From an optimization exercise on the open Yosys and OpenROAD flow, aimed at small area, a short achievable clock period and few clock cycles per item; shortcuts taken in it are not production practice.
Function was checked by simulation only, so behaviour that the tests miss may differ from the original.
The clock port is modelled as an ideal driver, which makes a skipped or thinned clock tree look cheaper than it is; a real chip needs a root buffer or a tree.
No activity file was given, so power comes from the tool's default toggle rates.

==> inputs of run D <==
==> flow/design.v (excerpt) <==
module bin2bcd(
    input clk,
    input reset,
    input start,               
    input [11:0] bin_in,       
    output reg [15:0] bcd_out,  
    output reg done             
);
Settings: LEC_CHECK=0, CAP_MARGIN=20, CORE_AREA=2.3 2.72 59.8 59.84, DIE_AREA=0 0 62 62, SLEW_MARGIN=20; clock period 5.0 ns.
standard.sh (not shown) runs the stock make flow with config.mk's settings and CLKGATE_MAP_FILE= SYNTH_SCRIPT=/design/flow/synth_recipe.tcl, a recipe that flattens the netlist after the stock synthesis.
==> flow/flow/run.sh <==
#!/bin/bash
# Own flow: the standard layout (standard.sh), with these changes:
#  - synthesis maps the logic with its own ABC scripts: flow/abc_in.script for
#    the logic before the registers, flow/abc_out.script for the logic after
#    them (flow/my_synth.tcl); Yosys does not extract half/full adders
#    (ADDER_MAP_FILE empty); everything else in synthesis is the standard
#    script (synth_recipe.tcl);
#  - ports are buffered with sky130_fd_sc_hd__buf_1 instead of the default buffer;
#  - after CTS, the clock tree is flattened to one buffer that drives all the
#    flip-flops (flow/flat_cts.tcl): the design has only 15 of them.
# Each tool's output goes to a log file of its own in the work folder.
set -euo pipefail
W=$(pwd)
F=$W/flow
R=$W/orfs/results/$FLOW_PLATFORM/bin2bcd/base
export MY_ABC_IN=$F/abc_in.script
export MY_ABC_OUT=$F/abc_out.script
export FLOW_SYNTH_TCL=$W/synth_recipe.tcl
make -C "$FLOW_HOME" DESIGN_CONFIG="$W/config.mk" WORK_HOME="$W/orfs" CLKGATE_MAP_FILE= \
  SYNTH_SCRIPT="$F/my_synth.tcl" ADDER_MAP_FILE= synth > "$W/synth.log" 2>&1
export BUFFER_PORTS_ARGS="-buffer_cell sky130_fd_sc_hd__buf_1"
bash standard.sh cts > "$W/layout_to_cts.log" 2>&1
CTS_ODB=$R/4_cts.odb CLK_NET=clk ROOT_BUF=sky130_fd_sc_hd__clkbuf_8 openroad -no_init -exit "$F/flat_cts.tcl" > "$W/flat_cts.log" 2>&1
bash standard.sh > "$W/layout.log" 2>&1
==> flow/flow/abc_in.script <==
strash
dch
map -D 2000
topo
stime -c
==> flow/flow/abc_out.script <==
strash
dch
map -D 1750
topo
stime -c
==> flow/flow/flat_cts.tcl <==
# Flatten the clock tree that CTS built into a single buffer: every clock sink
# is driven by the root clock buffer (the one the clock port drives); the
# other clock buffers and CTS's dummy clock loads are removed. Then the
# placement is legalised again.
read_db $::env(CTS_ODB)
set block [ord::get_db_block]
set clk [$block findNet $::env(CLK_NET)]
set root ""
foreach it [$clk getITerms] {
  if {[$it isInputSignal] || [[$it getMTerm] getSigType] eq "CLOCK" || [$it getIoType] eq "INPUT"} { set root [$it getInst] }
}
if {$root eq ""} { error "no root clock buffer" }
set rootnet ""
foreach it [$root getITerms] {
  if {[$it getIoType] eq "OUTPUT"} { set rootnet [$it getNet] }
}
puts "root buffer [$root getName] ([[$root getMaster] getName]) drives [$rootnet getName]"
set removed 0
set again 1
while {$again} {
  set again 0
  foreach it [$rootnet getITerms] {
    set inst [$it getInst]
    if {$inst eq $root} { continue }
    set m [[$inst getMaster] getName]
    if {![string match "sky130_fd_sc_hd__clkbuf_*" $m] && ![string match "sky130_fd_sc_hd__clkinv*" $m] && ![string match "sky130_fd_sc_hd__buf_*" $m] && ![string match "sky130_fd_sc_hd__inv*" $m]} { continue }
    # a buffer in the tree: move its sinks to the root net
    set out ""
    foreach jt [$inst getITerms] { if {[$jt getIoType] eq "OUTPUT"} { set out [$jt getNet] } }
    if {$out ne "" && $out ne "NULL"} {
      foreach jt [$out getITerms] {
        if {[$jt getInst] eq $inst} { continue }
        $jt disconnect
        $jt connect $rootnet
      }
      odb::dbNet_destroy $out
    }
    puts "removed [$inst getName] ($m)"
    odb::dbInst_destroy $inst
    incr removed
    set again 1
    break
  }
}
if {[info exists ::env(ROOT_BUF)]} {
  set master [[ord::get_db] findMaster $::env(ROOT_BUF)]
  $root swapMaster $master
  puts "root buffer is now $::env(ROOT_BUF)"
}
set n 0
foreach it [$rootnet getITerms] { incr n }
puts "removed $removed clock tree cells; root net has $n pins"
detailed_placement
check_placement
write_db $::env(CTS_ODB)
==> flow/flow/my_synth.tcl <==
# The standard synthesis script (synth_recipe.tcl), with only ABC's mapping
# scripts replaced. The logic in the input cone of the output ports (after the
# registers) is mapped with MY_ABC_OUT, the rest (before the registers) with
# MY_ABC_IN. Yosys's -import skips commands that already exist, so this abc
# wrapper is the one synth.tcl calls.
proc abc {args} {
  set i [lsearch -exact $args -script]
  set a_out $args
  set a_in $args
  if {$i >= 0} {
    lset a_out [expr {$i + 1}] $::env(MY_ABC_OUT)
    lset a_in [expr {$i + 1}] $::env(MY_ABC_IN)
  }
  yosys select -set my_out_cone o:* %cie*
  yosys abc {*}$a_out @my_out_cone
  yosys select -clear
  yosys abc {*}$a_in
}
source $::env(FLOW_SYNTH_TCL)
==> run G (differences from run D) <==
- PLACE_DENSITY: default -> 0.9
==> run E (differences from run D) <==
==> flow/flow/run.sh (replaced) <==
#!/bin/bash
# Own flow: the standard layout, with two changes:
#  - synthesis maps the logic with an area-oriented ABC script (flow/abc_map.script);
#    Yosys does not extract half/full adders (ADDER_MAP_FILE empty);
#    everything else in synthesis is the standard script;
#  - ports are buffered with sky130_fd_sc_hd__buf_1 instead of the default buffer.
set -euo pipefail
W=$(pwd)
F=$W/flow
export MY_ABC_SCRIPT=$F/abc_map.script
export FLOW_SYNTH_TCL=$W/synth_recipe.tcl
make -C "$FLOW_HOME" DESIGN_CONFIG="$W/config.mk" WORK_HOME="$W/orfs" CLKGATE_MAP_FILE= \
  SYNTH_SCRIPT="$F/my_synth.tcl" ADDER_MAP_FILE= synth > "$W/synth.log" 2>&1
export BUFFER_PORTS_ARGS="-buffer_cell sky130_fd_sc_hd__buf_1"
cp standard.sh standard_used.sh
bash standard.sh > "$W/layout.log" 2>&1
==> flow/flow/abc_map.script (new file) <==
strash
dch
map -D 2500
topo
stime -c
==> flow/flow/my_synth.tcl (replaced) <==
# The standard synthesis script (synth_recipe.tcl), with only the script
# that ABC maps the logic with replaced by MY_ABC_SCRIPT. Yosys's -import skips
# commands that already exist, so this abc wrapper is the one synth.tcl calls.
proc abc {args} {
  set i [lsearch -exact $args -script]
  if {$i >= 0} { lset args [expr {$i + 1}] $::env(MY_ABC_SCRIPT) }
  yosys abc {*}$args
}
source $::env(FLOW_SYNTH_TCL)
removed: flow/flow/abc_in.script
removed: flow/flow/abc_out.script
removed: flow/flow/flat_cts.tcl
==> run M (differences from run D) <==
==> flow/flow/run.sh (replaced) <==
#!/bin/bash
# Own flow: the standard layout (standard.sh), with these changes:
#  - synthesis maps the logic with its own ABC scripts: flow/abc_in.script for
#    the logic before the registers, flow/abc_out.script for the logic after
#    them (flow/my_synth.tcl); Yosys does not extract half/full adders
#    (ADDER_MAP_FILE empty); everything else in synthesis is the standard
#    script (synth_recipe.tcl);
#  - ports are buffered with sky130_fd_sc_hd__buf_1 instead of the default buffer.
# Each tool's output goes to a log file of its own in the work folder.
set -euo pipefail
W=$(pwd)
F=$W/flow
export MY_ABC_IN=$F/abc_in.script
export MY_ABC_OUT=$F/abc_out.script
export FLOW_SYNTH_TCL=$W/synth_recipe.tcl
make -C "$FLOW_HOME" DESIGN_CONFIG="$W/config.mk" WORK_HOME="$W/orfs" CLKGATE_MAP_FILE= \
  SYNTH_SCRIPT="$F/my_synth.tcl" ADDER_MAP_FILE= synth > "$W/synth.log" 2>&1
export BUFFER_PORTS_ARGS="-buffer_cell sky130_fd_sc_hd__buf_1"
export SETUP_MOVE_SEQUENCE=sizeup
bash standard.sh > "$W/layout.log" 2>&1
- SETUP_SLACK_MARGIN: default -> 1.7
removed: flow/flow/flat_cts.tcl
==> out/qor.csv <==
stage,metric,value,unit
placement,preCtsSetupSlack,1.496,ns
synthesis,seq_area_frac_synth,28.01,%
drt,met2_routed_wirelength,827,um
power,pwr.group.sequential,147,uW
synthesis,netlist.area_leader.share,25.72,%
drt,detailedRoute.firstIterationViolations,68,
placement,placed_cells,250,
outcome,status,finished clean,
synthesis,post_synth.cell_area_avg,6.192,um^2
synthesis,synth_fp_nets,191,
final_layout,clk_share,1.093,%
synthesis,synthSimpleGateAreaFrac,25.95,%
global_route,global_route.usage.met1,15.47,%
global_route,largest_net_degree_at_the_start_of_global_routing,16,
final_layout,most-common-layout-cells,"sky130_fd_sc_hd__nand2_1, sky130_fd_sc_hd__clkinv_1, sky130_fd_sc_hd__buf_1, sky130_fd_sc_hd__nor2_1, sky130_fd_sc_hd__o21ai_0",
final_layout,core_util_final,38.32,%
final_layout,layoutNonFillerInstCount,251,
Source of the figures above: run D

==> out/qor.csv <==
stage,metric,value,unit
global_route,largest_net_degree_at_the_start_of_global_routing,16,
placement,placed_cells,250,
global_route,global_route.usage.met1,13.58,%
final_layout,clk_share,1.093,%
final_layout,most-common-layout-cells,"sky130_fd_sc_hd__nand2_1, sky130_fd_sc_hd__clkinv_1, sky130_fd_sc_hd__buf_1, sky130_fd_sc_hd__nor2_1, sky130_fd_sc_hd__o21ai_0",
drt,met2_routed_wirelength,948,um
critical_path,worstSetupPathDepth,13,
synthesis,seq_area_frac_synth,28.01,%
synthesis,post_synth.cell_area_avg,6.192,um^2
outcome,status,finished clean,
synthesis,netlist.area_leader.share,25.72,%
power,pwr.group.sequential,147,uW
drt,detailedRoute.firstIterationViolations,59,
synthesis,synthSimpleGateAreaFrac,25.95,%
final_layout,core_util_final,38.32,%
Source of the figures above: run G

==> out/qor.csv <==
stage,metric,value,unit
placement,placed_cells,254,
synthesis,netlist.area_leader.share,25.31,%
final_layout,core_util_final,39.24,%
synthesis,seq_area_frac_synth,27.57,%
synthesis,synthSimpleGateAreaFrac,23.84,%
final_layout,buffers_excl_clock,30,
global_route,largest_net_degree_at_the_start_of_global_routing,9,
final_layout,layoutNonFillerInstCount,258,
drt,detailedRoute.firstIterationViolations,19,
final_layout,most-common-layout-cells,"sky130_fd_sc_hd__clkinv_1, sky130_fd_sc_hd__nand2_1, sky130_fd_sc_hd__buf_1, sky130_fd_sc_hd__nor2_1, sky130_fd_sc_hd__o21ai_0",
outcome,status,finished clean,
placement,preCtsSetupSlack,1.013,ns
synthesis,post_synth.cell_area_avg,6.152,um^2
drt,met2_routed_wirelength,916,um
timing,post-route-period-util,82.12,%
drt,m1WireLength,862,um
power,pwr.group.sequential,147,uW
Source of the figures above: run E

==> out/qor.csv <==
stage,metric,value,unit
global_route,global_route.usage.met1,13.24,%
global_route,largest_net_degree_at_the_start_of_global_routing,9,
drt,detailedRoute.firstIterationViolations,68,
placement,placed_cells,250,
final_layout,core_util_final,44.50,%
outcome,status,finished clean,
synthesis,seq_area_frac_synth,28.01,%
placement,preCtsSetupSlack,1.496,ns
final_layout,most-common-layout-cells,"sky130_fd_sc_hd__nand2_1, sky130_fd_sc_hd__clkinv_1, sky130_fd_sc_hd__buf_1, sky130_fd_sc_hd__nor2_1, sky130_fd_sc_hd__dfxtp_1",
synthesis,synth_fp_nets,191,
Source of the figures above: run M

Testbench counts of run D, summed over its fixed seeds: cycles 3,200, conversions 3,200.
Testbench counts of run G, summed over its fixed seeds: cycles 3,200, conversions 3,200.
Testbench counts of run E, summed over its fixed seeds: cycles 3,200, conversions 3,200.
Testbench counts of run M, summed over its fixed seeds: cycles 3,200, conversions 3,200.

==> static timing again, ports no longer ideal <==
No port has a modelled driver above. Below, the same layouts with a new extraction and two added sets of constraints.
Step 1: set_driving_cell puts a clkbuf_16 on clk and a buf_2 on each other input, an assumption about the parent block.
Step 2 times the ports against the registers' clock, not the clock port: input delays grow and output delays shrink by t, the midpoint of the rising clock arrivals with the driver on.
a / b / c = ideal ports / drivers / drivers and shift; a / b = the first two.
run	t (ns)	slack for setup (ns)	slew at the worst register clock pin (ns)
run D	0.167	1.400 / 1.377 / 1.523	0.08 / 0.08
run G	0.163	1.382 / 1.361 / 1.453	0.08 / 0.08
run E	0.287	0.894 / 0.873 / 0.964	0.08 / 0.08
run M	0.286	1.570 / 1.549 / 1.697	0.08 / 0.08
After both steps setup and hold are still met in every run listed.
